Source: an optimization exercise on an open RTL-to-GDS flow (aim: small area). Production flows keep margins and buffers that such runs may drop. Only simulation tests tie the RTL to the original design; equivalence was not proved. Power and IR drop assume default switching activity.

==> flow/design.v <==
localparam COLOR_BOARD  = 12'h985;
localparam COLOR_BG     = 12'h333;
localparam COLOR_BLACK  = 12'h111;
localparam COLOR_WHITE  = 12'heee;
localparam COLOR_CURSOR = 12'h4af;
localparam COLOR_ERROR  = 12'he3e;
`timescale 1ns/1ps
`default_nettype none
module Debounce(
    input var logic clk,
    input var logic rst,
    input var logic in,
    output var logic out
);
    logic [5:0] cnt;
    logic lvl;
    logic change, z, fb, sat, clr;
    assign change = in ^ lvl;
    assign z = ~(|cnt[4:0]);
    assign fb = cnt[5] ^ cnt[4] ^ z;
    assign sat = cnt[5] & z;
    assign clr = rst | change;
    always_ff @(posedge clk) begin
        lvl <= in;
        cnt[0] <= ~rst & (change | fb);
        cnt[4:1] <= clr ? 4'b0 : cnt[3:0];
        cnt[5] <= ~clr & (cnt[4] | sat);
        if (rst) out <= 1'b0;
        else if (sat) out <= lvl;
    end
endmodule
`timescale 1ns/1ps
`default_nettype none
module Button(
    input var logic clk,
    input var logic rst,
    input var logic in,
    output var logic out
);
    logic deb_out, out_delay;
    Debounce deb(
        .clk, .rst, .in, .out(deb_out)
    );
    always_ff @(posedge clk) begin
        out <= deb_out & (~out_delay);
        out_delay <= deb_out;
    end
endmodule
`timescale 1ns/1ps
`default_nettype none
module VgaCtrl(
    input var logic clk,
    input var logic reset,
    output var logic hsync,
    output var logic vsync,
    output var logic [11:0] hc,
    output var logic [9:0] lc
);
    logic h_end, v_end;
    logic [9:0] px;
    assign px = hc[11:2];
    assign h_end = hc[11] & hc[10] & (&hc[6:0]);
    assign v_end = lc[9] & lc[4] & lc[3] & lc[2];
    logic [11:0] hcy;
    logic [9:0] lcy;
    always_comb begin
        hcy[0] = 1'b1;
        for (int i = 1; i < 12; i++) hcy[i] = hcy[i - 1] & hc[i - 1];
        lcy[0] = h_end;
        for (int i = 1; i < 10; i++) lcy[i] = lcy[i - 1] & lc[i - 1];
    end
    always_ff @(posedge clk) begin
        if (reset) begin
            hc <= 12'd3;
            lc <= 10'd16;
        end else begin
            hc <= h_end ? 12'd0 : hc ^ hcy;
            if (h_end & v_end) lc <= 10'd16;
            else lc <= lc ^ lcy;
        end
    end
    assign hsync = ~(px[9] & ~px[8] & px[7] & (|px[6:4]) & ~(&px[6:4]));
    logic px0;
    assign px0 = ~(|px);
    assign vsync = ~((lc[9:3] == 7'b0111111)
                     & (px0 ? (~lc[2] & lc[1]) : (~lc[2] & (lc[1] ^ lc[0]))));
endmodule
`timescale 1ns/1ps
`default_nettype none
module CellPixelLut(
    input var logic [5:0] local_v,
    input var logic [5:0] local_h,
    input var logic black,
    input var logic white,
    input var logic cell_selected,
    output var logic [11:0] cell_rgb
);
    logic [4:0] fv, fh;
    assign fv = local_v[4:0] ^ {5{local_v[5]}};
    assign fh = local_h[4:0] ^ {5{local_h[5]}};
    logic on_grid, on_border, in_circle;
    assign on_grid = (fv == 5'd31) | (fh == 5'd31);
    assign on_border = (fv[4:1] == 4'd0) | (fh[4:1] == 4'd0);
    logic [31:0] mask;
    always_comb begin
        case (fv)
            5'd0 : mask = 32'h00000000;
            5'd1 : mask = 32'h00000000;
            5'd2 : mask = 32'h00000000;
            5'd3 : mask = 32'hfe000000;
            5'd4 : mask = 32'hffe00000;
            5'd5 : mask = 32'hfff80000;
            5'd6 : mask = 32'hfffe0000;
            5'd7 : mask = 32'hffff0000;
            5'd8 : mask = 32'hffffc000;
            5'd9 : mask = 32'hffffe000;
            5'd10 : mask = 32'hfffff000;
            5'd11 : mask = 32'hfffff800;
            5'd12 : mask = 32'hfffffc00;
            5'd13 : mask = 32'hfffffe00;
            5'd14 : mask = 32'hfffffe00;
            5'd15 : mask = 32'hffffff00;
            5'd16 : mask = 32'hffffff80;
            5'd17 : mask = 32'hffffff80;
            5'd18 : mask = 32'hffffffc0;
            5'd19 : mask = 32'hffffffc0;
            5'd20 : mask = 32'hffffffe0;
            5'd21 : mask = 32'hffffffe0;
            5'd22 : mask = 32'hfffffff0;
            5'd23 : mask = 32'hfffffff0;
            5'd24 : mask = 32'hfffffff0;
            5'd25 : mask = 32'hfffffff0;
            5'd26 : mask = 32'hfffffff8;
            5'd27 : mask = 32'hfffffff8;
            5'd28 : mask = 32'hfffffff8;
            5'd29 : mask = 32'hfffffff8;
            5'd30 : mask = 32'hfffffff8;
            5'd31 : mask = 32'hfffffff8;
            default : mask = 32'h0;
        endcase
    end
    assign in_circle = mask[fh];
    always_comb begin
        if (cell_selected & on_border) cell_rgb = COLOR_CURSOR;
        else if (black & in_circle) cell_rgb = COLOR_BLACK;
        else if (white & in_circle) cell_rgb = COLOR_WHITE;
        else if (on_grid) cell_rgb = COLOR_BG;
        else cell_rgb = COLOR_BOARD;
    end
endmodule
`timescale 1ns/1ps
`default_nettype none
module VgaPixelGen(
    input var logic [11:0] hc,
    input var logic [9:0] lc,
    output var logic [3:0] vga_red,
    output var logic [3:0] vga_grn,
    output var logic [3:0] vga_blu,
    input var logic [35:0][1:0] bw,
    input var logic [2:0] cr,
    input var logic [2:0] cc
);
    logic [9:0] px;
    assign px = hc[11:2];
    logic visible;
    assign visible = ~(px[9] & (px[8] | px[7])) & ~(lc[9] | (&lc[8:4]));
    logic on_board;
    assign on_board = ~px[9] & (px[8] | px[7])
                      & ~lc[9] & (lc[8:6] != 3'd0) & (lc[8:6] != 3'd7);
    logic [5:0] vr, vcol;
    always_comb begin
        for (int k = 0; k < 6; k++) begin
            vr[k] = (lc[8:6] == 3'(k + 1));
            vcol[k] = (px[8:6] == 3'(k + 2));
        end
    end
    logic [1:0] cellv;
    always_comb begin
        cellv = 2'b00;
        for (int r = 0; r < 6; r++)
            for (int c = 0; c < 6; c++)
                cellv = cellv | ({2{vr[r] & vcol[c]}} & bw[6 * r + c]);
    end
    logic selected;
    assign selected = (cr == lc[8:6]) & (cc == px[8:6]);
    logic [11:0] cell_rgb;
    CellPixelLut cell_pixel_lut(
        .local_v(lc[5:0]), .local_h(px[5:0]),
        .black(cellv[0]), .white(cellv[1]),
        .cell_selected(selected), .cell_rgb
    );
    always_comb begin
        if (~visible) {vga_red, vga_grn, vga_blu} = 12'h0;
        else if (~on_board) {vga_red, vga_grn, vga_blu} = COLOR_BG;
        else {vga_red, vga_grn, vga_blu} = cell_rgb;
    end
endmodule
`timescale 1ns/1ps
`default_nettype none
module GameStatusGen(
    input var logic [35:0][1:0] bw,
    output var logic [1:0] status
);
    logic black_win, white_win;
    assign black_win =
        (bw[1][0] & bw[2][0] & bw[3][0] & bw[4][0] & (bw[0][0] ^ bw[5][0]))
        | (bw[6][0] & bw[12][0] & bw[18][0] & bw[24][0] & (bw[0][0] ^ bw[30][0]))
        | (bw[7][0] & bw[8][0] & bw[9][0] & bw[10][0] & (bw[6][0] ^ bw[11][0]))
        | (bw[7][0] & bw[13][0] & bw[19][0] & bw[25][0] & (bw[1][0] ^ bw[31][0]))
        | (bw[13][0] & bw[14][0] & bw[15][0] & bw[16][0] & (bw[12][0] ^ bw[17][0]))
        | (bw[8][0] & bw[14][0] & bw[20][0] & bw[26][0] & (bw[2][0] ^ bw[32][0]))
        | (bw[19][0] & bw[20][0] & bw[21][0] & bw[22][0] & (bw[18][0] ^ bw[23][0]))
        | (bw[9][0] & bw[15][0] & bw[21][0] & bw[27][0] & (bw[3][0] ^ bw[33][0]))
        | (bw[25][0] & bw[26][0] & bw[27][0] & bw[28][0] & (bw[24][0] ^ bw[29][0]))
        | (bw[10][0] & bw[16][0] & bw[22][0] & bw[28][0] & (bw[4][0] ^ bw[34][0]))
        | (bw[31][0] & bw[32][0] & bw[33][0] & bw[34][0] & (bw[30][0] ^ bw[35][0]))
        | (bw[11][0] & bw[17][0] & bw[23][0] & bw[29][0] & (bw[5][0] ^ bw[35][0]))
        | (bw[7][0] & bw[14][0] & bw[21][0] & bw[28][0] & (bw[0][0] ^ bw[35][0]))
        | (bw[10][0] & bw[15][0] & bw[20][0] & bw[25][0] & (bw[5][0] ^ bw[30][0]))
        | (bw[1][0] & bw[8][0] & bw[15][0] & bw[22][0] & bw[29][0])
        | (bw[6][0] & bw[13][0] & bw[20][0] & bw[27][0] & bw[34][0])
        | (bw[4][0] & bw[9][0] & bw[14][0] & bw[19][0] & bw[24][0])
        | (bw[11][0] & bw[16][0] & bw[21][0] & bw[26][0] & bw[31][0]);
    assign white_win =
        (bw[1][1] & bw[2][1] & bw[3][1] & bw[4][1] & (bw[0][1] ^ bw[5][1]))
        | (bw[6][1] & bw[12][1] & bw[18][1] & bw[24][1] & (bw[0][1] ^ bw[30][1]))
        | (bw[7][1] & bw[8][1] & bw[9][1] & bw[10][1] & (bw[6][1] ^ bw[11][1]))
        | (bw[7][1] & bw[13][1] & bw[19][1] & bw[25][1] & (bw[1][1] ^ bw[31][1]))
        | (bw[13][1] & bw[14][1] & bw[15][1] & bw[16][1] & (bw[12][1] ^ bw[17][1]))
        | (bw[8][1] & bw[14][1] & bw[20][1] & bw[26][1] & (bw[2][1] ^ bw[32][1]))
        | (bw[19][1] & bw[20][1] & bw[21][1] & bw[22][1] & (bw[18][1] ^ bw[23][1]))
        | (bw[9][1] & bw[15][1] & bw[21][1] & bw[27][1] & (bw[3][1] ^ bw[33][1]))
        | (bw[25][1] & bw[26][1] & bw[27][1] & bw[28][1] & (bw[24][1] ^ bw[29][1]))
        | (bw[10][1] & bw[16][1] & bw[22][1] & bw[28][1] & (bw[4][1] ^ bw[34][1]))
        | (bw[31][1] & bw[32][1] & bw[33][1] & bw[34][1] & (bw[30][1] ^ bw[35][1]))
        | (bw[11][1] & bw[17][1] & bw[23][1] & bw[29][1] & (bw[5][1] ^ bw[35][1]))
        | (bw[7][1] & bw[14][1] & bw[21][1] & bw[28][1] & (bw[0][1] ^ bw[35][1]))
        | (bw[10][1] & bw[15][1] & bw[20][1] & bw[25][1] & (bw[5][1] ^ bw[30][1]))
        | (bw[1][1] & bw[8][1] & bw[15][1] & bw[22][1] & bw[29][1])
        | (bw[6][1] & bw[13][1] & bw[20][1] & bw[27][1] & bw[34][1])
        | (bw[4][1] & bw[9][1] & bw[14][1] & bw[19][1] & bw[24][1])
        | (bw[11][1] & bw[16][1] & bw[21][1] & bw[26][1] & bw[31][1]);
    assign status = black_win ? 2'b01 : (white_win ? 2'b10 : 2'b00);
endmodule
`timescale 1ns/1ps
`default_nettype none
module GameFsm(
    input var logic clk,
    input var logic rst,
    output var logic [35:0][1:0] bw,
    output var logic pw,
    output var logic [2:0] cr,
    output var logic [2:0] cc,
    input var logic up, down, left, right, center
);
    logic [5:0] rs, cs;
    always_comb begin
        for (int k = 0; k < 6; k++) begin
            rs[k] = (cr == 3'(k + 1));
            cs[k] = (cc == 3'(k + 2));
        end
    end
    logic occ;
    always_comb begin
        occ = 1'b0;
        for (int r = 0; r < 6; r++)
            for (int c = 0; c < 6; c++)
                occ = occ | (rs[r] & cs[c] & (bw[6 * r + c][0] | bw[6 * r + c][1]));
    end
    logic place;
    assign place = center & ~occ;
    logic [5:0] ycol, xb, xw;
    always_comb begin
        for (int k = 0; k < 6; k++) begin
            ycol[k] = ~rst & cs[k];
            xb[k] = place & ~pw & rs[k];
            xw[k] = place & pw & rs[k];
        end
    end
    always_ff @(posedge clk) begin
        for (int r = 0; r < 6; r++)
            for (int c = 0; c < 6; c++) begin
                bw[6 * r + c][0] <= (bw[6 * r + c][0] & ~rst) | (xb[r] & ycol[c]);
                bw[6 * r + c][1] <= (bw[6 * r + c][1] & ~rst) | (xw[r] & ycol[c]);
            end
        if (rst) pw <= 1'b0;
        else if (place) pw <= ~pw;
    end
    logic [2:0] cr_dec, cr_inc, cc_dec, cc_inc;
    always_comb begin
        case (cr)
            3'd2: begin cr_dec = 3'd1; cr_inc = 3'd3; end
            3'd3: begin cr_dec = 3'd2; cr_inc = 3'd4; end
            3'd4: begin cr_dec = 3'd3; cr_inc = 3'd5; end
            3'd5: begin cr_dec = 3'd4; cr_inc = 3'd6; end
            3'd6: begin cr_dec = 3'd5; cr_inc = 3'bx; end
            default: begin cr_dec = 3'bx; cr_inc = 3'd2; end
        endcase
        case (cc)
            3'd3: begin cc_dec = 3'd2; cc_inc = 3'd4; end
            3'd4: begin cc_dec = 3'd3; cc_inc = 3'd5; end
            3'd5: begin cc_dec = 3'd4; cc_inc = 3'd6; end
            3'd6: begin cc_dec = 3'd5; cc_inc = 3'd7; end
            3'd7: begin cc_dec = 3'd6; cc_inc = 3'bx; end
            default: begin cc_dec = 3'bx; cc_inc = 3'd3; end
        endcase
    end
    logic c_lo, c_hi, r_lo, r_hi;
    assign c_lo = (cc == 3'd2);
    assign c_hi = (cc == 3'd7);
    assign r_lo = (cr == 3'd1);
    assign r_hi = (cr == 3'd6);
    always_ff @(posedge clk) begin
        if (rst) begin
            cr <= 3'd1;
            cc <= 3'd2;
        end else if (left) begin
            if (~c_lo) cc <= cc_dec;
            else if (~r_lo) begin
                cc <= 3'd7;
                cr <= cr_dec;
            end
        end else if (right) begin
            if (~c_hi) cc <= cc_inc;
            else if (~r_hi) begin
                cc <= 3'd2;
                cr <= cr_inc;
            end
        end else if (up) begin
            if (~r_lo) cr <= cr_dec;
        end else if (down) begin
            if (~r_hi) cr <= cr_inc;
        end
    end
endmodule
`timescale 1ns/1ps
`default_nettype none
module Top(
    input var logic clk,
    input var logic rst,
    output var logic [3:0] vga_red,
    output var logic [3:0] vga_grn,
    output var logic [3:0] vga_blu,
    output var logic hsync,
    output var logic vsync,
    input var logic raw_up,
    input var logic raw_down,
    input var logic raw_left,
    input var logic raw_right,
    input var logic raw_center,
    output var logic [15:0] led
);
    logic [11:0] hc;
    logic [9:0] lc;
    logic [35:0][1:0] bw;
    logic pw;
    logic [2:0] cr, cc;
    logic [1:0] status;
    logic up, down, left, right, center;
    Button btn_up(.clk, .rst, .in(raw_up), .out(up));
    Button btn_down(.clk, .rst, .in(raw_down), .out(down));
    Button btn_left(.clk, .rst, .in(raw_left), .out(left));
    Button btn_right(.clk, .rst, .in(raw_right), .out(right));
    Button btn_center(.clk, .rst, .in(raw_center), .out(center));
    assign led[15:2] = 14'b0;
    assign led[1:0] = status;
    GameFsm game_fsm(
        .clk, .rst, .bw, .pw, .cr, .cc,
        .up, .down, .left, .right, .center
    );
    GameStatusGen game_status_gen(.bw, .status);
    VgaPixelGen vga_pixel_gen(
        .hc, .lc, .vga_red, .vga_grn, .vga_blu, .bw, .cr, .cc
    );
    VgaCtrl vga_ctrl(
        .clk, .reset(rst), .hsync, .vsync, .hc, .lc
    );
endmodule
==> flow/run.sh <==
#!/bin/bash
# synth_recipe.tcl (not shown) runs the flow's synth.tcl, then flattens the netlist and writes it again
# the make line also repeats each setting of config.mk as NAME=value (left out here)
make -C /OpenROAD-flow-scripts/flow DESIGN_CONFIG=/design/flow/config.mk WORK_HOME=/design/flow/orfs CLKGATE_MAP_FILE= SYNTH_SCRIPT=/design/flow/synth_recipe.tcl finish
==> flow/config.mk <==
export PLATFORM = sky130hd
export DESIGN_NAME = Top
export DESIGN_NICKNAME = Top
export VERILOG_FILES = /design/flow/design.v
export SDC_FILE = /design/flow/constraint.sdc
export NUM_CORES = 4
export LEC_CHECK = 0
export ABC_AREA = 1
export CAP_MARGIN = 20
export CORE_MARGIN = 2
export CORE_UTILIZATION = 40
export SLEW_MARGIN = 20
==> flow/constraint.sdc <==
create_clock -name core_clock -period 10.0 [get_ports {clk}]
set_input_delay 2.0000 -clock core_clock [delete_from_list [all_inputs] [get_ports {clk}]]
set_output_delay 2.0000 -clock core_clock [all_outputs]
set_load 0.01 [all_outputs]
==> results of run 1 <==
cell usage after synthesis (14+ instances only):
| cell | n | area share (%) |
|---|---|---|
| nand2_1 | 312 | 14 |
| nor2_1 | 116 | 5.3 |
| inv_1 | 118 | 5.4 |
| buf_4 | 18 | 1.7 |
| xor2_1 | 17 | 1.8 |
| nor3_1 | 14 | 0.86 |
| a21oi_1 | 24 | 1.5 |
| nor4_1 | 14 | 1.1 |
| dfxtp_1 | 151 | 37 |
| ha_1 | 22 | 3.4 |
| o21ai_0 | 56 | 3.4 |
| clkbuf_1 | 31 | 1.4 |
| xnor2_1 | 25 | 2.7 |
| nand3_1 | 163 | 10 |
| nand4_1 | 33 | 2.5 |
metal layers:
| metal | up-vias | wire (um) |
|---|---|---|
| met1 | 3641 | 11300 |
| met2 | 355 | 10900 |
| met5 | - | 0 |
| met4 | 0 | 1120 |
| met3 | 88 | 2270 |
| li1 | 3889 | - |
power by group through the flow:
stage / sequential [mW] / combinational, mW / clock [mW]
after floorplan: 0.626 / 0.0398 / 0
after global placement: 0.627 / 0.0466 / 0
after detailed placement: 0.627 / 0.0471 / 0
after CTS: 0.613 / 0.0473 / 0.639
after global routing: 0.614 / 0.0540 / 0.665
final: 0.613 / 0.0467 / 0.626
final cells by class:
type	count	area (um^2)
fill	2153	11100
multi-input combinational	862	4360
inverter	135	507
clock inverter	14	134
sequential	151	3020
clock buffer	18	429
timing repair buffer	29	273
tap	270	338
worst max path at each step:
stage | from | slack (ps) | end
finish | vga_ctrl.lc[7] | 4690 | vga_grn[0]
global placement | vga_ctrl.lc[8] | 5020 | vga_grn[0]
floorplan | vga_ctrl.lc[8] | 6060 | vga_grn[3]
detailed placement | vga_ctrl.lc[7] | 5170 | vga_blu[3]
global route | vga_ctrl.hc[10] | 4380 | vga_grn[0]
CTS | vga_ctrl.lc[7] | 4700 | vga_blu[3]
cells by family (layout without fill, tap and decap cells):
logic type	count (synthesis)	in the layout	share of synthesized area, %
buffers and inverters	202	196	10.9
AO/OA/AOI/OAI	118	118	8.34
XOR/XNOR	42	42	4.49
adder cells (fa/ha/maj)	22	22	3.36
flip-flops	151	151	36.9
AND/OR/NAND/NOR	666	666	36.0
other	1	14	0.0458
stage by stage:
| step | utilization, % | hold WS [ps] | instances | instance area [um^2] | power [mW] |
|---|---|---|---|---|---|
| detailed placement | 42.1 | 335 | 1447 | 8490 | 0.674 |
| global route | 44.9 | 362 | 1479 | 9060 | 1.33 |
| CTS | 44.9 | 351 | 1479 | 9050 | 1.30 |
| floorplan | - | 331 | 1215 | 8240 | 0.666 |
| finish | 44.9 | 350 | 1479 | 9060 | 1.29 |
| global placement | 42.1 | 332 | 1447 | 8480 | 0.674 |
flip-flops by register name, indices dropped and copies added (netlist names), 2 cells and up, named ones only:
register / flops
btn_center.deb.cnt: 6
btn_down.deb.cnt: 6
btn_left.deb.cnt: 6
game_fsm.cr: 3
btn_up.deb.cnt: 6
btn_right.deb.cnt: 6
game_fsm.bw: 72
game_fsm.cc: 2
vga_ctrl.lc: 10
vga_ctrl.hc: 12
==> summary.txt, run 1 <==
Run status
  • Status: complete, no violations

Die
  • Die W: between 100 and 150 um
  • Die Height: 147 um
  • Effective utilization at floorplan: between 40% and 50%
  • Area of the placeable core: 0.0202 mm^2
  • DIE AREA: ~0.022 mm^2
  • Top-level port count: 37
  • Num rows: 52

Timing
  • Final slew viol count: 0
  • RSZ-0062 raised after global routing: false
  • Slew HR: 27.7%
  • Least-Margin Pin Slew: approximately 1100 ps
  • Final Worst Setup Slack: 4690 ps
  • Setup TNS: 0 ps
  • Final hold violations: 0
  • Layout Skew: 16.8 ps
  • Time the final worst path needs with I/O delays and setup: 5310 ps
  • Highest clock rate: 188 MHz
  • Number of failing setup endpoints in the final timing report: 0
  • Final critical-path share of the clock period: 53.1%

Critical path
  • Cell chain of the critical path: nand2_1, nor2_1, nand3_1, nand2_1, nor2_1, nand4_1, nor2_1, nand3b_1, nand2_1, nand2_1, nand2_1, a21oi_1, clkdlybuf4s50_1
  • Arrival time at the worst endpoint: 3310 ps
  • Logic depth of the worst register-to-register path: 13
  • Crit. End Element: output port
  • Logic depth of the worst path, buffers included: 13
  • Nature of the critical path startpoint: flip-flop
  • Cell seen most often among critical-path stages: nand2_1
  • Family with the most delay on the worst path: simple AND/OR/NAND/NOR gates
  • Startpoint of the most critical register-to-register path: vga_ctrl.hc[10]
  • Critical register-to-register path endpoint: vga_ctrl.lc[9]
  • Required @ worst endpoint: 8000 ps
  • Maximum fanout along the worst path: 12
  • Crit path largest cell delay: 720 ps
  • Library cell contributing the largest single delay on the critical path: nor2_1
  • WP buf/inv: 1
  • Kind of critical path: reg -> out
  • Register-to-register path setup slack: 6990 ps

Place
  • HPWL after detailed placement: 17.8 mm
  • Weighted congestion at the end of routability-driven global placement: 1.00
  • Count of input and output buffers: 22
  • Placement Setup Slack: 5170 ps

Worst hold path
  • Instance count along the most critical hold path: 0
  • Hold Path Class: reg -> reg
  • Startpoint of the most critical hold path: btn_right.deb.out
  • Hold Crit Endpoint: btn_right.out_delay

Clocking
  • Number of buffers on the longest clock path: 2
  • Hold buffer count at cts: 0
  • Sink Count: 151
  • PostCTS Resize Cnt: 0
  • Cts bufs inserted: 17
  • Skew-Pair Late Insertion Delay: 430 ps
  • Deepest level of the CTS H-tree: 4
  • Clock-pin slew of the registers on the worst-case setup and hold paths: around 70 ps
  • Clock Tree Root: clkbuf_16
  • Number of post-CTS setup repair buffers: 0
  • Clock tree from TritonCTS: yes

Yosys
  • Synth cell types: 47
  • Fraction of registers with async set or reset after synthesis: 0%
  • Flop and latch count out of synthesis: 151
  • Number of standard cells after synthesis: about 1200
  • Most used DFF post-synth: dfxtp_1
  • Summed instance area of the synthesized netlist: 0.00819 mm^2
  • Number of synthesized flops with an enable pin: 0
  • Part of the Yosys area used for sequential elements: 36.9%
  • Yosys warning count: 6
  • Avg Cell Area, Syn: 6.81 um^2

Global route
  • Met3 track demand over resource in global routing: 5.65%
  • Via count of the first global-routing pass: 7406
  • Total congestion overflow after global routing: 0
  • Global-route met2 utilization: a little under two fifths
  • Largest net degree at the start of global routing: 78
  • Met1 GRT Util: 32.5%
  • Global-route usage over all layers: 24.1%
  • First-pass GRT wire length: 41.0 mm
  • Most used routing layer: met2
  • Initial antenna violation count: 0

Route
  • Number of iterations in the first detailed-routing pass: 6
  • Per-cell routed wire length: 17.3 um
  • DRC viols: 0
  • Number of vias after detailed routing: 7973
  • Total detailed-routing wirelength: 25.5 mm
  • Final antenna-violating net count: 0
  • Post-detailed-route via-to-cell ratio: 5.39
  • Starting DRT DRC Count: 827

Pwr
  • Proportion of total power due to net switching: 25.7%
  • Static Leakage: 4.06 nW
  • Power dissipated by switching net loads: 0.330 mW
  • Peak supply drop: roughly 110 uV
  • Clock group share of total power: 48.7%
  • Fraction of power consumed by combinational cells: 3.6%
  • Part of the total power dissipated in sequential elements: 47.7%
  • Internal power: 0.955 mW
  • Pwr Density: ~140 mW/mm^2

Finish
  • Most frequent standard cell in the layout excluding fill and tap cells: nand2_1
  • Final nets: between 1000 and 1500
  • Diodes inserted: 0
  • Signed area change from the synthesized netlist to the final layout: 10.6%
  • Fraction of final layout cells sized beyond drive strength 1: under 10%
  • Commonest cells after routing, fill and taps aside: nand2_1 (312), nand3_1 (163), dfxtp_1 (151)

Flow run
  • Maximum Capacitance Violations: 0
==> run 2: changes to the inputs <==
--- a/flow/config.mk
+++ b/flow/config.mk
@@ -5,7 +5,6 @@
 export SDC_FILE = /design/flow/constraint.sdc
 export NUM_CORES = 4
 export LEC_CHECK = 0
-export ABC_AREA = 1
 export CAP_MARGIN = 20
 export CORE_MARGIN = 2
 export CORE_UTILIZATION = 40
==> run 2 against run 1 <==
First-iteration DRC count increased by 15%. Highest routed layer unchanged. Die area increased by 2.3%. Via count decreased by 2.2%. Synthesized cell count decreased by 16%. Sequential power increased by 1%. Combinational power increased by 7.7%.
==> summary.txt, run 2 <==
Critical path
  • Kind of critical path: reg -> out (unchanged)
  • Maximum fanout along the worst path: 23 (was 12)
  • Arrival time at the worst endpoint: 3800 ps (was 3310 ps)
  • Startpoint of the most critical register-to-register path: game_fsm.cc[0] (was vga_ctrl.hc[10])
  • Critical register-to-register path endpoint: game_fsm.bw[50] (was vga_ctrl.lc[9])
  • Register-to-register path setup slack: 6530 ps (was 6990 ps)
  • Logic depth of the worst register-to-register path: 7 (was 13)
  • Nature of the critical path startpoint: flip-flop (unchanged)
  • Crit. End Element: output port (unchanged)
  • Required @ worst endpoint: 8000 ps (about the same)

Finish
  • Most frequent standard cell in the layout excluding fill and tap cells: dfxtp_1 (was nand2_1)
  • Signed area change from the synthesized netlist to the final layout: 9.55% (was 10.6%)
  • Total area of multi-input combinational cells: 0.00482 mm^2 (was 0.00436 mm^2)
  • Max reg flops: 72 (unchanged)
  • Largest registers: game_fsm.bw: 72 flops, vga_ctrl.hc: 12 flops, vga_ctrl.lc: 10 flops (unchanged)
  • Diodes inserted: 0 (unchanged)
  • Final nets: 1013 (was 1225)
  • Flip-flop and latch area: 0.00302 mm^2 (unchanged)
  • Reg with most FFs: game_fsm.bw (unchanged)
  • Design Area, Final: 0.00918 mm^2 (was 0.00906 mm^2)
  • Number of filler instances in the final layout: 2025 (was 2153)
  • Commonest cells after routing, fill and taps aside: dfxtp_1 (151), nor2_1 (133), nand4_1 (46) (was nand2_1 (312), nand3_1 (163), dfxtp_1 (151))
  • Fraction of final layout cells sized beyond drive strength 1: 5.92% (was 5.87%)

Pwr
  • Static Leakage: 3.34 nW (was 4.06 nW)
  • Proportion of total power due to net switching: 24.4% (was 25.7%)
  • Fraction of power consumed by combinational cells: 3.8% (was 3.6%)
  • Clock group share of total power: 49.9% (was 48.7%)
  • Part of the total power dissipated in sequential elements: 46.3% (was 47.7%)
  • Power dissipated by switching net loads: 0.327 mW (was 0.330 mW)
  • Internal power: 1.01 mW (was 0.955 mW)
  • Overall Power: 1.34 mW (was 1.29 mW)
  • Pwr Density: 146 mW/mm^2 (was 142 mW/mm^2)
  • Peak supply drop: 129 uV (was 108 uV)

Route
  • Number of iterations in the first detailed-routing pass: 5 (was 6)
  • Number of vias after detailed routing: 7795 (was 7973)
  • DRC viols: 0 (unchanged)
  • Final antenna-violating net count: 0 (unchanged)
  • Total detailed-routing wirelength: 24.9 mm (was 25.5 mm)
  • Post-detailed-route via-to-cell ratio: 6.15 (was 5.39)
  • Per-cell routed wire length: 19.7 um (was 17.3 um)
  • Starting DRT DRC Count: 949 (was 827)

Timing
  • Final hold violations: 0 (unchanged)
  • Layout Skew: 8.02 ps (was 16.8 ps)
  • Final Worst Setup Slack: 4200 ps (was 4690 ps)
  • Final slew viol count: 0 (unchanged)
  • Least-Margin Pin Slew: 996 ps (was 1080 ps)
  • RSZ-0062 raised after global routing: false (unchanged)
  • Setup TNS: 0 ps (unchanged)
  • Final critical-path share of the clock period: 58.0% (was 53.1%)
  • Time the final worst path needs with I/O delays and setup: 5800 ps (was 5310 ps)
  • Highest clock rate: 172 MHz (was 188 MHz)
  • Number of failing setup endpoints in the final timing report: 0 (unchanged)
  • Worst hold slack: 363 ps (was 350 ps)
  • Slew HR: 33.5% (was 27.7%)

Global route
  • Most used routing layer: met2 (unchanged)
  • First-pass GRT wire length: 39.6 mm (was 41.0 mm)
  • Via count of the first global-routing pass: 7082 (was 7406)
  • Total congestion overflow after global routing: 0 (unchanged)
  • Global-route met2 utilization: 34.4% (was 37.1%)
  • Met3 track demand over resource in global routing: 5.44% (was 5.65%)
  • Met1 GRT Util: 31.1% (was 32.5%)
  • Initial antenna violation count: 0 (unchanged)
  • Largest net degree at the start of global routing: 77 (was 78)
  • Global-route usage over all layers: 22.8% (was 24.1%)

Clocking
  • Sink Count: 151 (unchanged)
  • Deepest level of the CTS H-tree: 4 (unchanged)
  • Clock tree from TritonCTS: yes (unchanged)
  • Clock Tree Root: clkbuf_16 (unchanged)
  • PostCTS Resize Cnt: 0 (unchanged)
  • Cts bufs inserted: 17 (unchanged)
  • Number of buffers on the longest clock path: 2 (unchanged)
  • Skew-Pair Late Insertion Delay: 430 ps (about the same)
  • Hold buffer count at cts: 0 (unchanged)
  • Clock-pin slew of the registers on the worst-case setup and hold paths: 60 ps (was 70 ps)
  • Number of post-CTS setup repair buffers: 0 (unchanged)

Yosys
  • Fraction of registers with async set or reset after synthesis: 0% (unchanged)
  • Most used DFF post-synth: dfxtp_1 (unchanged)
  • Part of the Yosys area used for sequential elements: 36.1% (was 36.9%)
  • Cell types with the largest area share after synthesis: dfxtp_1 (36%), nor2_1 (6.0%), nand4_1 (3.4%) (was dfxtp_1 (37%), nand2_1 (14%), nand3_1 (10%))
  • Synth cell types: 67 (was 47)
  • Post-synth top area share: 36.1% (was 36.9%)
  • Most frequent cell after synthesis: dfxtp_1 (was nand2_1)
  • Avg Cell Area, Syn: 8.31 um^2 (was 6.81 um^2)
  • Number of synthesized flops with an enable pin: 0 (unchanged)
  • Cell types with the highest counts after synthesis: dfxtp_1 (151), nor2_1 (133), nand4_1 (46), nand2_1 (42), a21oi_1 (38) (was nand2_1 (312), nand3_1 (163), dfxtp_1 (151), inv_1 (118), nor2_1 (116))
  • Flop and latch count out of synthesis: 151 (unchanged)
  • Yosys warning count: 6 (unchanged)
  • Number of standard cells after synthesis: 1009 (was 1202)
  • Summed instance area of the synthesized netlist: 0.00838 mm^2 (was 0.00819 mm^2)
  • Top cell type by total area after synthesis: dfxtp_1 (unchanged)

Die
  • Top-level port count: 37 (unchanged)
  • Effective utilization at floorplan: 41.0% (was 40.6%)
  • Area of the placeable core: 0.0204 mm^2 (was 0.0202 mm^2)
  • Die Height: 149 um (was 147 um)
  • Die W: 149 um (was 147 um)
  • Num rows: 52 (unchanged)
  • DIE AREA: 0.0221 mm^2 (was 0.0216 mm^2)

Worst hold path
  • Hold Crit Endpoint: btn_left.out_delay (was btn_right.out_delay)
  • Hold Path Class: reg -> reg (unchanged)
  • Startpoint of the most critical hold path: btn_left.deb.out (was btn_right.deb.out)
  • Instance count along the most critical hold path: 0 (unchanged)

Place
  • Post-DP Area: 0.00856 mm^2 (was 0.00849 mm^2)
  • Placement Setup Slack: 4690 ps (was 5170 ps)
  • HPWL after detailed placement: 17.1 mm (was 17.8 mm)
  • Count of input and output buffers: 22 (unchanged)
  • Weighted congestion at the end of routability-driven global placement: 0.967 (was 1.00)

Flow run
  • Maximum Capacitance Violations: 0 (unchanged)

Run status
  • Status: complete, no violations (unchanged)
run 2: metal layers:
layer,wire (um),up-vias
met2,11000,400
li1,-,3656
met4,889,0
met3,2230,80
met5,0,-
met1,10800,3659
run 2: area by class of cell:
cell class / count / area share (%)
Clock buffer: 18 / 4.78
Clock inverter: 14 / 2.00
Inverter: 35 / 1.43
Multi-Input combinational cell: 753 / 52.5
Sequential cell: 151 / 32.9
Tap cell: 270 / 3.68
Timing Repair Buffer: 26 / 2.67
run 2: kinds of logic after synthesis:
kind of cell    synth area share [%]
mux                             3.88
compound gates                  20.5
xor+xnor                        4.49
flops                           36.1
simple gates                    24.7
buf+inv                         7.08
fa+ha+maj                       3.28
other cells                   0.0447
run 2: worst max-delay path by stage:
stage / startpoint / endpoint / slack, ps / cells after the start
after floorplan: vga_ctrl.hc[7] / vga_grn[3] / 5330 / 10
after global placement: vga_ctrl.lc[8] / vga_grn[3] / 4720 / 8
after detailed placement: vga_ctrl.hc[9] / vga_grn[3] / 4690 / 8
after CTS: vga_ctrl.hc[9] / vga_grn[3] / 4230 / 8
after global routing: vga_ctrl.lc[8] / vga_grn[3] / 3920 / 8
final: vga_ctrl.lc[8] / vga_grn[3] / 4200 / 8
run 2: power by group through the flow:
stage | Sequential, mW | Combinational (mW) | Clock (mW)
floorplan | 0.626 | 0.0491 | 0
global placement | 0.634 | 0.0503 | 0
detailed placement | 0.634 | 0.0505 | 0
CTS | 0.621 | 0.0508 | 0.677
global route | 0.622 | 0.0572 | 0.707
finish | 0.621 | 0.0503 | 0.669
run 2: critical path, stage by stage, from the launching register on:
cell and delay [ps]:
dfxtp_1 880, mux2_2 410, a22oi_1 140, nor3_1 80
o22a_1 240, nor4_1 530, nor3b_2 160, o31ai_1 330
clkdlybuf4s50_1 600
run 2: through the flow:
step / instances / utilization (%)
after floorplan: 1022 / -
after global placement: 1235 / 41.9
after detailed placement: 1235 / 41.9
after CTS: 1267 / 44.9
after global routing: 1267 / 44.9
final: 1267 / 44.9
==> run 3: changes to the inputs <==
--- a/flow/config.mk
+++ b/flow/config.mk
@@ -5,7 +5,11 @@
 export SDC_FILE = /design/flow/constraint.sdc
 export NUM_CORES = 4
 export LEC_CHECK = 0
+export ABC_AREA = 1
 export CAP_MARGIN = 20
 export CORE_MARGIN = 2
 export CORE_UTILIZATION = 40
+export CTS_BUF_LIST = sky130_fd_sc_hd__clkbuf_8
+export CTS_CLUSTER_DIAMETER = 200
+export CTS_CLUSTER_SIZE = 50
 export SLEW_MARGIN = 20
==> run 3 against run 2 <==
Core utilization down 0.98 points. Sequential power down 1%. Routed wire length grew 2.9%. Highest routed layer unchanged. Hold slack got worse by 9.6 ps. Setup slack improved by 470 ps. Global-route usage increased by 1.4 points. Synthesized area down 2.3%. Fmax grew 8.8%. Clock skew up 18 ps. Non-clock buffer count up 3. First-iteration DRC count fell by 1.4%. Flip-flop and latch count unchanged.
==> summary.txt, run 3 <==
Run status
  • Status: complete, no violations (unchanged)

Yosys
  • Number of synthesized flops with an enable pin: 0 (unchanged)
  • Top cell type by total area after synthesis: dfxtp_1 (unchanged)
  • Post-synth top area share: 36.9% (was 36.1%)
  • Most frequent cell after synthesis: nand2_1 (was dfxtp_1)
  • Most used DFF post-synth: dfxtp_1 (unchanged)
  • Cell types with the highest counts after synthesis: nand2_1 (312), nand3_1 (163), dfxtp_1 (151), inv_1 (118), nor2_1 (116) (was dfxtp_1 (151), nor2_1 (133), nand4_1 (46), nand2_1 (42), a21oi_1 (38))
  • Yosys warning count: 6 (unchanged)
  • Number of standard cells after synthesis: 1202 (was 1009)
  • Avg Cell Area, Syn: 6.81 um^2 (was 8.31 um^2)
  • Synth cell types: 47 (was 67)
  • Fraction of registers with async set or reset after synthesis: 0% (unchanged)
  • Part of the Yosys area used for sequential elements: 36.9% (was 36.1%)
  • Cell types with the largest area share after synthesis: dfxtp_1 (37%), nand2_1 (14%), nand3_1 (10%) (was dfxtp_1 (36%), nor2_1 (6.0%), nand4_1 (3.4%))
  • Summed instance area of the synthesized netlist: 0.00819 mm^2 (was 0.00838 mm^2)
  • Flop and latch count out of synthesis: 151 (unchanged)

Route
  • Final antenna-violating net count: 0 (unchanged)
  • Detailed route wirelength on metal2: 11.0 mm (about the same)
  • Met3 routed wirelength: 2.09 mm (was 2.23 mm)
  • Number of iterations in the first detailed-routing pass: 6 (was 5)
  • Total routed wire length on the met1 layer: 11.5 mm (was 10.8 mm)
  • Number of vias after detailed routing: 7925 (was 7795)
  • DRC viols: 0 (unchanged)
  • Post-detailed-route via-to-cell ratio: 5.36 (was 6.15)
  • Starting DRT DRC Count: 936 (was 949)
  • Highest Signal Layer: met4 (unchanged)
  • Total detailed-routing wirelength: 25.7 mm (was 24.9 mm)
  • Per-cell routed wire length: 17.4 um (was 19.7 um)

Worst hold path
  • Hold Crit Endpoint: btn_right.out_delay (was btn_left.out_delay)
  • Hold Path Class: reg -> reg (unchanged)
  • Startpoint of the most critical hold path: btn_right.deb.out (was btn_left.deb.out)
  • Instance count along the most critical hold path: 0 (unchanged)

Clocking
  • PostCTS Resize Cnt: 0 (unchanged)
  • Hold buffer count at cts: 0 (unchanged)
  • Number of post-CTS setup repair buffers: 0 (unchanged)
  • Cts bufs inserted: 17 (unchanged)
  • Clock Tree Root: clkbuf_8 (was clkbuf_16)
  • Number of buffers on the longest clock path: 2 (unchanged)
  • Sink Count: 151 (unchanged)
  • Clock-pin slew of the registers on the worst-case setup and hold paths: 90 ps (was 60 ps)
  • Deepest level of the CTS H-tree: 4 (unchanged)
  • Skew-Pair Late Insertion Delay: 490 ps (was 430 ps)
  • Clock tree from TritonCTS: yes (unchanged)

Finish
  • Reg with most FFs: game_fsm.bw (unchanged)
  • Post-Layout Cell Count: 1479 (was 1267)
  • Final nets: 1225 (was 1013)
  • Max reg flops: 72 (unchanged)
  • Design Area, Final: 0.00887 mm^2 (was 0.00918 mm^2)
  • Diodes inserted: 0 (unchanged)
  • Signed area change from the synthesized netlist to the final layout: 8.30% (was 9.55%)
  • Fraction of final layout cells sized beyond drive strength 1: 5.87% (was 5.92%)
  • Most frequent standard cell in the layout excluding fill and tap cells: nand2_1 (was dfxtp_1)
  • Commonest cells after routing, fill and taps aside: nand2_1 (312), nand3_1 (163), dfxtp_1 (151) (was dfxtp_1 (151), nor2_1 (133), nand4_1 (46))
  • Largest registers: game_fsm.bw: 72 flops, vga_ctrl.hc: 12 flops, vga_ctrl.lc: 10 flops (unchanged)

Timing
  • Time the final worst path needs with I/O delays and setup: 5340 ps (was 5800 ps)
  • Final Worst Setup Slack: 4660 ps (was 4200 ps)
  • RSZ-0062 raised after global routing: false (unchanged)
  • Number of failing setup endpoints in the final timing report: 0 (unchanged)
  • Final hold violations: 0 (unchanged)
  • Final critical-path share of the clock period: 53.4% (was 58.0%)
  • Slew HR: 26.5% (was 33.5%)
  • Final slew viol count: 0 (unchanged)
  • Layout Skew: 25.7 ps (was 8.02 ps)
  • Highest clock rate: 187 MHz (was 172 MHz)
  • Least-Margin Pin Slew: 1100 ps (was 996 ps)
  • Setup TNS: 0 ps (unchanged)

Critical path
  • Logic depth of the worst register-to-register path: 13 (was 7)
  • Kind of critical path: reg -> out (unchanged)
  • Nature of the critical path startpoint: flip-flop (unchanged)
  • Required @ worst endpoint: 8000 ps (about the same)
  • Critical register-to-register path endpoint: vga_ctrl.lc[9] (was game_fsm.bw[50])
  • Crit. End Element: output port (unchanged)
  • Arrival time at the worst endpoint: 3340 ps (was 3800 ps)
  • Maximum fanout along the worst path: 12 (was 23)
  • Register-to-register path setup slack: 7010 ps (was 6530 ps)
  • Startpoint of the most critical register-to-register path: vga_ctrl.hc[10] (was game_fsm.cc[0])

Global route
  • Via count of the first global-routing pass: 7380 (was 7082)
  • Global-route usage over all layers: 24.1% (was 22.8%)
  • Initial antenna violation count: 0 (unchanged)
  • First-pass GRT wire length: 40.8 mm (was 39.6 mm)
  • Total congestion overflow after global routing: 0 (unchanged)
  • Largest net degree at the start of global routing: 78 (was 77)

Pwr
  • Overall Power: 1.12 mW (was 1.34 mW)
  • Pwr Density: 126 mW/mm^2 (was 146 mW/mm^2)
  • Peak supply drop: 81.9 uV (was 129 uV)
  • Static Leakage: 3.97 nW (was 3.34 nW)

Die
  • Top-level port count: 37 (unchanged)
  • DIE AREA: 0.0216 mm^2 (was 0.0221 mm^2)
  • Effective utilization at floorplan: 40.6% (was 41.0%)
  • Num rows: 52 (unchanged)
  • Die W: 147 um (was 149 um)
  • Die Height: 147 um (was 149 um)
  • Area of the placeable core: 0.0202 mm^2 (was 0.0204 mm^2)

Place
  • Number of instances in the placed design: 1447 (was 1235)
  • Placement Setup Slack: 5170 ps (was 4690 ps)
  • Count of input and output buffers: 22 (unchanged)
  • Post-DP Area: 0.00849 mm^2 (was 0.00856 mm^2)
  • Weighted congestion at the end of routability-driven global placement: 1.00 (was 0.967)
  • HPWL after detailed placement: 17.8 mm (was 17.1 mm)

Flow run
  • Maximum Capacitance Violations: 0 (unchanged)
==> run 3: changes by cell type after synthesis, sizes merged, moves of 20 or more <==
cell | previous run | this run
and2 | 20 | 0
o22ai | 34 | 4
nand3 | 25 | 165
inv | 34 | 131
and3 | 29 | 2
nand2 | 42 | 313
o21ai | 30 | 59
nor2b | 22 | 0
a31oi | 29 | 4
==> run 3: worst max path at each step <==
| stage | cells past startpoint | start | to |
|---|---|---|---|
| after floorplan | 15 | vga_ctrl.lc[8] | vga_grn[3] |
| after global placement | 13 | vga_ctrl.lc[8] | vga_grn[0] |
| after detailed placement | 13 | vga_ctrl.lc[7] | vga_blu[3] |
| after CTS | 13 | vga_ctrl.lc[7] | vga_blu[3] |
| after global routing | 13 | vga_ctrl.hc[10] | vga_grn[0] |
| final | 13 | vga_ctrl.lc[7] | vga_grn[0] |
==> run 3: per-stage QoR <==
stage / hold WS, ps / utilization (%)
global route: 367 / 44.0
detailed placement: 335 / 42.1
finish: 354 / 44.0
floorplan: 331 / -
CTS: 355 / 43.9
global placement: 332 / 42.1
==> run 3: cell type report <==
cell class / instances / area (um^2)
multi-input cells: 862 / 4360
well taps: 270 / 338
clock inverters: 15 / 138
inverters: 135 / 507
flip-flops and latches: 151 / 3020
clock buffers: 17 / 234
repair buffers: 29 / 273
fillers: 2166 / 11300
==> run 3: logic make-up after synthesis <==
family	synth area share, %
XOR/XNOR	4.49
AO/OA/AOI/OAI	8.34
other	0.0458
flip-flops	36.9
AND/OR/NAND/NOR	36.0
adder cells (fa/ha/maj)	3.36
buffers and inverters	10.9
==> run 3: per-layer routing <==
layer	GRT usage (%)	up-vias
met3	5.93	76
met4	10.9	0
met1	32.3	3639
met2	36.8	325
li1	-	3885
met5	0	-
==> run 3: worst max-delay path, stage by stage, from the launching register on <==
cell and delay (ps):
dfxtp_1 510, nand2_1 150, nor2_1 710, nand3_1 140, nand2_1 120, nor2_1 40, nand4_1 80, nor2_1 50
nand3b_1 110, nand2_1 110, nand2_1 120, nand2_1 60, a21oi_1 130, clkdlybuf4s50_1 540
==> run 3: power breakdown <==
group	leakage (nW)	total [mW]	internal, mW	switching (mW)
sequential	1.22	0.613	0.608	0.00510
combinational	2.56	0.0466	0.0160	0.0306
clock	0.195	0.460	0.184	0.276
==> run 4: changes to the inputs <==
--- a/flow/design.v
+++ b/flow/design.v
@@ -12,21 +12,15 @@
     input var logic in,
     output var logic out
 );
-    logic [5:0] cnt;
-    logic lvl;
-    logic change, z, fb, sat, clr;
-    assign change = in ^ lvl;
-    assign z = ~(|cnt[4:0]);
-    assign fb = cnt[5] ^ cnt[4] ^ z;
-    assign sat = cnt[5] & z;
-    assign clr = rst | change;
+    logic [5:0] d;
+    logic z, flip, a;
+    assign z = ~(|d[4:0]);
+    assign flip = d[5] & z;
+    assign a = ~rst & (in ^ out ^ flip);
     always_ff @(posedge clk) begin
-        lvl <= in;
-        cnt[0] <= ~rst & (change | fb);
-        cnt[4:1] <= clr ? 4'b0 : cnt[3:0];
-        cnt[5] <= ~clr & (cnt[4] | sat);
-        if (rst) out <= 1'b0;
-        else if (sat) out <= lvl;
+        d[0] <= a & (z | (d[5] ^ d[4]));
+        d[5:1] <= {5{a}} & d[4:0];
+        out <= ~rst & (out ^ flip);
     end
 endmodule
 `timescale 1ns/1ps
@@ -157,8 +151,8 @@
     output var logic [3:0] vga_grn,
     output var logic [3:0] vga_blu,
     input var logic [35:0][1:0] bw,
-    input var logic [2:0] cr,
-    input var logic [2:0] cc
+    input var logic [5:0] rs,
+    input var logic [5:0] cs
 );
     logic [9:0] px;
     assign px = hc[11:2];
@@ -182,7 +176,7 @@
                 cellv = cellv | ({2{vr[r] & vcol[c]}} & bw[6 * r + c]);
     end
     logic selected;
-    assign selected = (cr == lc[8:6]) & (cc == px[8:6]);
+    assign selected = (|(rs & vr)) & (|(cs & vcol));
     logic [11:0] cell_rgb;
     CellPixelLut cell_pixel_lut(
         .local_v(lc[5:0]), .local_h(px[5:0]),
@@ -251,15 +245,14 @@
     output var logic pw,
     output var logic [2:0] cr,
     output var logic [2:0] cc,
+    output var logic [5:0] rs,
+    output var logic [5:0] cs,
     input var logic up, down, left, right, center
 );
-    logic [5:0] rs, cs;
-    always_comb begin
-        for (int k = 0; k < 6; k++) begin
-            rs[k] = (cr == 3'(k + 1));
-            cs[k] = (cc == 3'(k + 2));
-        end
-    end
+    assign rs = {cr[2] & ~cr[1], cr[1] & ~cr[0], cr[2] & cr[0],
+                 ~cr[2] & cr[1], ~cr[1] & cr[0], ~cr[2] & ~cr[0]};
+    assign cs = {cc[2] & ~cc[1], cc[1] & ~cc[0], cc[2] & cc[0],
+                 ~cc[2] & cc[1], ~cc[1] & cc[0], ~cc[2] & ~cc[0]};
     logic occ;
     always_comb begin
         occ = 1'b0;
@@ -286,44 +279,30 @@
         if (rst) pw <= 1'b0;
         else if (place) pw <= ~pw;
     end
-    logic [2:0] cr_dec, cr_inc, cc_dec, cc_inc;
-    always_comb begin
-        case (cr)
-            3'd2: begin cr_dec = 3'd1; cr_inc = 3'd3; end
-            3'd3: begin cr_dec = 3'd2; cr_inc = 3'd4; end
-            3'd4: begin cr_dec = 3'd3; cr_inc = 3'd5; end
-            3'd5: begin cr_dec = 3'd4; cr_inc = 3'd6; end
-            3'd6: begin cr_dec = 3'd5; cr_inc = 3'bx; end
-            default: begin cr_dec = 3'bx; cr_inc = 3'd2; end
-        endcase
-        case (cc)
-            3'd3: begin cc_dec = 3'd2; cc_inc = 3'd4; end
-            3'd4: begin cc_dec = 3'd3; cc_inc = 3'd5; end
-            3'd5: begin cc_dec = 3'd4; cc_inc = 3'd6; end
-            3'd6: begin cc_dec = 3'd5; cc_inc = 3'd7; end
-            3'd7: begin cc_dec = 3'd6; cc_inc = 3'bx; end
-            default: begin cc_dec = 3'bx; cc_inc = 3'd3; end
-        endcase
-    end
     logic c_lo, c_hi, r_lo, r_hi;
-    assign c_lo = (cc == 3'd2);
-    assign c_hi = (cc == 3'd7);
-    assign r_lo = (cr == 3'd1);
-    assign r_hi = (cr == 3'd6);
+    assign c_lo = cs[0];
+    assign c_hi = cs[5];
+    assign r_lo = rs[0];
+    assign r_hi = rs[5];
+    logic [2:0] cr_dec, cr_inc, cc_dec, cc_inc;
+    assign cr_inc = {cr[1], cr[0], ~cr[2]};
+    assign cr_dec = {~cr[0], cr[2], cr[1]};
+    assign cc_inc = {cc[1], cc[0], ~cc[2]};
+    assign cc_dec = {~cc[0], cc[2], cc[1]};
     always_ff @(posedge clk) begin
         if (rst) begin
-            cr <= 3'd1;
-            cc <= 3'd2;
+            cr <= 3'b000;
+            cc <= 3'b000;
         end else if (left) begin
             if (~c_lo) cc <= cc_dec;
             else if (~r_lo) begin
-                cc <= 3'd7;
+                cc <= 3'b100;
                 cr <= cr_dec;
             end
         end else if (right) begin
             if (~c_hi) cc <= cc_inc;
             else if (~r_hi) begin
-                cc <= 3'd2;
+                cc <= 3'b000;
                 cr <= cr_inc;
             end
         end else if (up) begin
@@ -355,6 +334,7 @@
     logic [35:0][1:0] bw;
     logic pw;
     logic [2:0] cr, cc;
+    logic [5:0] rs, cs;
     logic [1:0] status;
     logic up, down, left, right, center;
     Button btn_up(.clk, .rst, .in(raw_up), .out(up));
@@ -365,12 +345,12 @@
     assign led[15:2] = 14'b0;
     assign led[1:0] = status;
     GameFsm game_fsm(
-        .clk, .rst, .bw, .pw, .cr, .cc,
+        .clk, .rst, .bw, .pw, .cr, .cc, .rs, .cs,
         .up, .down, .left, .right, .center
     );
     GameStatusGen game_status_gen(.bw, .status);
     VgaPixelGen vga_pixel_gen(
-        .hc, .lc, .vga_red, .vga_grn, .vga_blu, .bw, .cr, .cc
+        .hc, .lc, .vga_red, .vga_grn, .vga_blu, .bw, .rs, .cs
     );
     VgaCtrl vga_ctrl(
         .clk, .reset(rst), .hsync, .vsync, .hc, .lc
==> flow/flow/run.sh (new file) <==
#!/bin/bash
# Layout flow: the standard flow (standard.sh) with three changes.
#  1. Synthesis runs ORFS's own synthesis script unchanged, but with a copy of
#     ORFS's scripts folder whose ABC area script (abc_area.script, selected by
#     ABC_AREA 1) is replaced by flow/abc_area.script: repeated choice
#     computation and area-oriented mapping. Registers are mapped before ABC
#     runs. The standard synthesis is also run on its own, and if the two
#     netlists' registers (instance name, cell type, output net) differ, the
#     standard synthesis is used instead.
#  2. CTS uses clkbuf_8 buffers only and no dummy loads.
#  3. Port buffers are buf_1 cells.
# Each tool's output goes to a log file in this folder.
set -euo pipefail
W=$PWD
RES=orfs/results/$FLOW_PLATFORM/Top/base

# the standard synthesis, in a folder of its own
sed -e "s|WORK_HOME=[^ ]*|WORK_HOME=$W/refsyn|" standard.sh > refsyn.sh
bash refsyn.sh synth > "$W/refsyn.log" 2>&1

# the synthesis with the replaced ABC script
rm -rf "$W/scripts_abc"
cp -r "$FLOW_HOME/scripts" "$W/scripts_abc"
cp "$W/flow/abc_area.script" "$W/scripts_abc/abc_area.script"
SCRIPTS_DIR="$W/scripts_abc" bash standard.sh synth > "$W/synth.log" 2>&1

regs() {
  python3 - "$1" <<'PY'
import re, sys
text = open(sys.argv[1]).read()
out = []
for m in re.finditer(r'^\s*(sky130_fd_sc_hd__(?:df|ed|sdf|dl)\w*)\s+(\S+)\s*\((.*?)\);', text, re.M | re.S):
    q = re.search(r'\.Q\(([^)]*)\)', m.group(3))
    out.append((m.group(2), re.sub(r'_\d+$', '', m.group(1)), q.group(1).strip() if q else ''))
for r in sorted(out):
    print(*r)
PY
}
regs "$W/refsyn/results/$FLOW_PLATFORM/Top/base/1_2_yosys.v" > regs_ref.txt
regs "$W/$RES/1_2_yosys.v" > regs_new.txt
if ! cmp -s regs_ref.txt regs_new.txt; then
  echo "registers differ from the standard synthesis; using it" >> "$W/synth.log"
  rm -rf orfs
  bash standard.sh synth > "$W/synth2.log" 2>&1
fi

export CTS_ARGS="-sink_clustering_enable -repair_clock_nets -buf_list sky130_fd_sc_hd__clkbuf_8 -dont_use_dummy_load"
export BUFFER_PORTS_ARGS="-buffer_cell sky130_fd_sc_hd__buf_1"
bash standard.sh > "$W/layout.log" 2>&1
==> flow/flow/abc_area.script (new file) <==
strash
dch -f
map -a
strash
dch -f
map -a
strash
dch -f
map -a
topo
dnsize -c
==> flow/standard.sh (new file) <==
#!/bin/bash
# synth_recipe.tcl (not shown) runs the flow's synth.tcl, then flattens the netlist and writes it again
# the make line also repeats each setting of config.mk as NAME=value (left out here)
make -C /OpenROAD-flow-scripts/flow DESIGN_CONFIG=/design/flow/config.mk WORK_HOME=/design/flow/orfs CLKGATE_MAP_FILE= SYNTH_SCRIPT=/design/flow/synth_recipe.tcl "${@:-finish}"
--- a/flow/config.mk
+++ b/flow/config.mk
@@ -9,7 +9,4 @@
 export CAP_MARGIN = 20
 export CORE_MARGIN = 2
 export CORE_UTILIZATION = 40
-export CTS_BUF_LIST = sky130_fd_sc_hd__clkbuf_8
-export CTS_CLUSTER_DIAMETER = 200
-export CTS_CLUSTER_SIZE = 50
 export SLEW_MARGIN = 20
removed: flow/run.sh
==> run 4 against run 3 <==
Routed wire length down 8.6%. Via count down 12%. Largest power group unchanged. Final area down 13%. Synthesized area down 13%. Clock-buffer cell count unchanged. Clock power down 25%. Final cell count down 19%. Global-route usage up 1.4 points. Flip-flop and latch count down 5. Highest routed layer unchanged. First-iteration DRC count down 8.0%. Die area down 13%.
==> summary.txt, run 4 <==
Run status
  • Status: complete, no violations (unchanged)

Global route
  • Global-route usage over all layers: 25.6% (was 24.1%)
  • Largest net degree at the start of global routing: 82 (was 78)
  • Via count of the first global-routing pass: 6537 (was 7380)
  • First-pass GRT wire length: 36.3 mm (was 40.8 mm)
  • Total congestion overflow after global routing: 0 (unchanged)
  • Initial antenna violation count: 0 (unchanged)

Yosys
  • Part of the Yosys area used for sequential elements: 41.0% (was 36.9%)
  • Cell types with the largest area share after synthesis: dfxtp_1 (41%), clkinv_1 (9.0%), o22ai_1 (7.4%) (was dfxtp_1 (37%), nand2_1 (14%), nand3_1 (10%))
  • Cell types with the highest counts after synthesis: clkinv_1 (172), dfxtp_1 (146), nor2_1 (101), o22ai_1 (84), nand2_1 (69) (was nand2_1 (312), nand3_1 (163), dfxtp_1 (151), inv_1 (118), nor2_1 (116))
  • Most used DFF post-synth: dfxtp_1 (unchanged)
  • Summed instance area of the synthesized netlist: 0.00713 mm^2 (was 0.00819 mm^2)
  • Most frequent cell after synthesis: clkinv_1 (was nand2_1)
  • Top cell type by total area after synthesis: dfxtp_1 (unchanged)
  • Fraction of registers with async set or reset after synthesis: 0% (unchanged)
  • Post-synth top area share: 41.0% (was 36.9%)
  • Avg Cell Area, Syn: 7.63 um^2 (was 6.81 um^2)
  • Number of synthesized flops with an enable pin: 0 (unchanged)
  • Number of standard cells after synthesis: 935 (was 1202)
  • Flop and latch count out of synthesis: 146 (was 151)
  • Synth cell types: 34 (was 47)
  • Yosys warning count: 6 (unchanged)

Critical path
  • Crit path largest cell delay: 680 ps (was 710 ps)
  • Library cell contributing the largest single delay on the critical path: nor3_1 (was nor2_1)
  • Startpoint of the most critical register-to-register path: game_fsm.cc[2] (was vga_ctrl.hc[10])
  • Critical register-to-register path endpoint: game_fsm.bw[54] (was vga_ctrl.lc[9])
  • Maximum fanout along the worst path: 8 (was 12)
  • Required @ worst endpoint: 8000 ps (about the same)
  • Register-to-register path setup slack: 7000 ps (was 7010 ps)
  • Kind of critical path: reg -> out (unchanged)
  • Cell chain of the critical path: clkinv_1, nor3_1, clkinv_1, o311ai_0, nor3_1, o2111ai_1, nand4_1, o21ai_0, nand2_1, nand2_1, nor2_1, buf_1 (was nand2_1, nor2_1, nand3_1, nand2_1, nor2_1, nand4_1, nor2_1, nand3b_1, nand2_1, nand2_1, nand2_1, a21oi_1, clkdlybuf4s50_1)
  • Crit. End Element: output port (unchanged)
  • Arrival time at the worst endpoint: 3600 ps (was 3340 ps)
  • Nature of the critical path startpoint: flip-flop (unchanged)
  • Family with the most delay on the worst path: simple AND/OR/NAND/NOR gates (unchanged)
  • Logic depth of the worst register-to-register path: 9 (was 13)
  • WP buf/inv: 3 (was 1)

Place
  • Weighted congestion at the end of routability-driven global placement: 1.03 (was 1.00)
  • Placement Setup Slack: 4910 ps (was 5170 ps)
  • Post-DP Area: 0.00747 mm^2 (was 0.00849 mm^2)
  • Count of input and output buffers: 22 (unchanged)
  • HPWL after detailed placement: 17.6 mm (was 17.8 mm)

Timing
  • Final Worst Setup Slack: 4400 ps (was 4660 ps)
  • Slew HR: 27.7% (was 26.5%)
  • Final slew viol count: 0 (unchanged)
  • Final hold violations: 0 (unchanged)
  • Least-Margin Pin Slew: 1080 ps (was 1100 ps)
  • Setup TNS: 0 ps (unchanged)
  • Number of failing setup endpoints in the final timing report: 0 (unchanged)
  • Highest clock rate: 178 MHz (was 187 MHz)
  • Layout Skew: 23.3 ps (was 25.7 ps)
  • Worst hold slack: 382 ps (was 354 ps)
  • RSZ-0062 raised after global routing: false (unchanged)
  • Final critical-path share of the clock period: 56.0% (was 53.4%)
  • Time the final worst path needs with I/O delays and setup: 5600 ps (was 5340 ps)

Pwr
  • Clock group share of total power: 35.5% (was 41.1%)
  • Internal power: 0.744 mW (was 0.808 mW)
  • Overall Power: 0.966 mW (was 1.12 mW)
  • Part of the total power dissipated in sequential elements: 60.9% (was 54.7%)
  • Power dissipated by switching net loads: 0.222 mW (was 0.312 mW)
  • Proportion of total power due to net switching: 22.9% (was 27.9%)
  • Static Leakage: 2.59 nW (was 3.97 nW)
  • Pwr Density: 125 mW/mm^2 (was 126 mW/mm^2)
  • Fraction of power consumed by combinational cells: 3.5% (was 4.2%)
  • Peak supply drop: 79.5 uV (was 81.9 uV)

Finish
  • Most frequent standard cell in the layout excluding fill and tap cells: clkinv_1 (was nand2_1)
  • Final nets: 1008 (was 1225)
  • Number of filler instances in the final layout: 1818 (was 2166)
  • Max reg flops: 72 (unchanged)
  • Design Area, Final: 0.00771 mm^2 (was 0.00887 mm^2)
  • Diodes inserted: 0 (unchanged)
  • Largest registers: game_fsm.bw: 72 flops, vga_ctrl.hc: 12 flops, vga_ctrl.lc: 10 flops (unchanged)
  • Fraction of final layout cells sized beyond drive strength 1: 3.58% (was 5.87%)
  • Reg with most FFs: game_fsm.bw (unchanged)
  • Signed area change from the synthesized netlist to the final layout: 8.03% (was 8.30%)
  • Commonest cells after routing, fill and taps aside: clkinv_1 (172), dfxtp_1 (146), nor2_1 (101) (was nand2_1 (312), nand3_1 (163), dfxtp_1 (151))

Route
  • Number of iterations in the first detailed-routing pass: 6 (unchanged)
  • Total detailed-routing wirelength: 23.5 mm (was 25.7 mm)
  • Per-cell routed wire length: 19.5 um (was 17.4 um)
  • Number of vias after detailed routing: 7003 (was 7925)
  • Post-detailed-route via-to-cell ratio: 5.83 (was 5.36)
  • Starting DRT DRC Count: 861 (was 936)
  • Final antenna-violating net count: 0 (unchanged)
  • DRC viols: 0 (unchanged)

Clocking
  • Hold buffer count at cts: 0 (unchanged)
  • PostCTS Resize Cnt: 0 (unchanged)
  • Clock tree from TritonCTS: yes (unchanged)
  • Cts bufs inserted: 17 (unchanged)
  • Number of buffers on the longest clock path: 2 (unchanged)
  • Deepest level of the CTS H-tree: 4 (unchanged)
  • Sink Count: 146 (was 151)
  • Clock-pin slew of the registers on the worst-case setup and hold paths: 80 ps (was 90 ps)
  • Skew-Pair Late Insertion Delay: 450 ps (was 490 ps)
  • Number of post-CTS setup repair buffers: 0 (unchanged)
  • Clock Tree Root: clkbuf_8 (unchanged)

Die
  • Top-level port count: 37 (unchanged)
  • Area of the placeable core: 0.0174 mm^2 (was 0.0202 mm^2)
  • Num rows: 48 (was 52)
  • Die Height: 138 um (was 147 um)
  • Die W: 138 um (was 147 um)
  • Effective utilization at floorplan: 41.1% (was 40.6%)
  • DIE AREA: 0.0189 mm^2 (was 0.0216 mm^2)

Worst hold path
  • Startpoint of the most critical hold path: btn_right.deb.out (unchanged)
  • Instance count along the most critical hold path: 0 (unchanged)
  • Hold Crit Endpoint: btn_right.out_delay (unchanged)
  • Hold Path Class: reg -> reg (unchanged)

Flow run
  • Maximum Capacitance Violations: 0 (unchanged)
-- run 4: cell types whose count changed after synthesis, moves of 31 or more --
cell	change
clkinv_1	+168
inv_1	-118
clkbuf_1	-31
o22ai_1	+80
nand3_1	-133
nand2_1	-243
-- run 4: worst max-delay path by stage --
stage | startpoint | endpoint | depth (start not counted)
final | vga_ctrl.hc[10] | vga_grn[0] | 12
after global routing | vga_ctrl.hc[10] | vga_grn[0] | 12
after CTS | vga_ctrl.hc[10] | vga_grn[0] | 12
after detailed placement | vga_ctrl.hc[10] | vga_grn[0] | 12
after global placement | vga_ctrl.hc[10] | vga_grn[1] | 11
after floorplan | vga_ctrl.hc[10] | vga_red[2] | 11
-- run 4: metal layers --
| layer | vias up | global-route usage, % | part of all wire, % |
|---|---|---|---|
| met3 | 82 | 6.55 | 9.4 |
| met2 | 374 | 38.8 | 43 |
| met4 | 0 | 10.8 | 4.1 |
| li1 | 3353 | - | - |
| met5 | - | 0 | 0 |
| met1 | 3194 | 34.5 | 44 |
-- run 4: power by group through the flow --
stage / sequential (mW) / combinational (mW) / clock (mW)
finish: 0.589 / 0.0340 / 0.343
floorplan: 0.601 / 0.0253 / 0
global route: 0.589 / 0.0393 / 0.370
global placement: 0.602 / 0.0342 / 0
CTS: 0.589 / 0.0341 / 0.350
detailed placement: 0.602 / 0.0340 / 0
-- run 4: logic make-up (layout without fill, tap and decap cells) --
logic type | count (synthesis) | after routing | synth area share (%)
flip-flops | 146 | 146 | 41.0
adder cells (fa/ha/maj) | 22 | 22 | 3.86
other | 1 | 14 | 0.0526
AND/OR/NAND/NOR | 299 | 299 | 19.1
AO/OA/AOI/OAI | 246 | 246 | 21.3
XOR/XNOR | 31 | 31 | 3.81
buffers and inverters | 190 | 219 | 10.9
-- run 4: final cells by class --
cell class | count | area [um^2] | area share [%]
Timing Repair Buffer | 30 | 144 | 1.87
Inverter | 172 | 646 | 8.38
Multi-Input combinational cell | 612 | 3480 | 45.1
Tap cell | 225 | 282 | 3.65
Sequential cell | 146 | 2920 | 37.9
Clock buffer | 17 | 234 | 3.04
-- run 4: stage by stage --
| stage | instances | utilization [%] |
|---|---|---|
| global placement | 1185 | 43.1 |
| finish | 1202 | 44.4 |
| global route | 1202 | 44.4 |
| floorplan | 948 | - |
| CTS | 1202 | 44.4 |
| detailed placement | 1185 | 43.1 |

==> static timing again, ports no longer ideal <==
In the flow no input, the clock included, has a driving cell. The finished layouts below were timed again as built, in two steps.
Step 1 (the two cells are an assumption about what drives the block):
set clk [get_ports {clk}]
set_driving_cell -lib_cell sky130_fd_sc_hd__clkbuf_16 $clk
set_driving_cell -lib_cell sky130_fd_sc_hd__buf_2 [delete_from_list [all_inputs] $clk]
Step 2 moves the port delays by t, midway between the first and last clock arrival at a register: inputs arrive t later, outputs are due t later. That takes back most of the time a late clock gives input paths.
Slacks: no drivers / after step 1 / after step 2; pairs: no drivers / after step 1.
| run | t (ns) | setup slack, ns | clock arrival spread, ns |
|---|---|---|---|
| run 1 | 0.469 | 4.691 / 4.646 / 5.115 | 0.018 / 0.018 |
| run 2 | 0.475 | 4.195 / 4.149 / 4.624 | 0.008 / 0.008 |
| run 3 | 0.512 | 4.664 / 4.625 / 5.137 | 0.026 / 0.026 |
| run 4 | 0.479 | 4.396 / 4.356 / 4.834 | 0.025 / 0.025 |
After both steps every run listed still meets setup and hold.
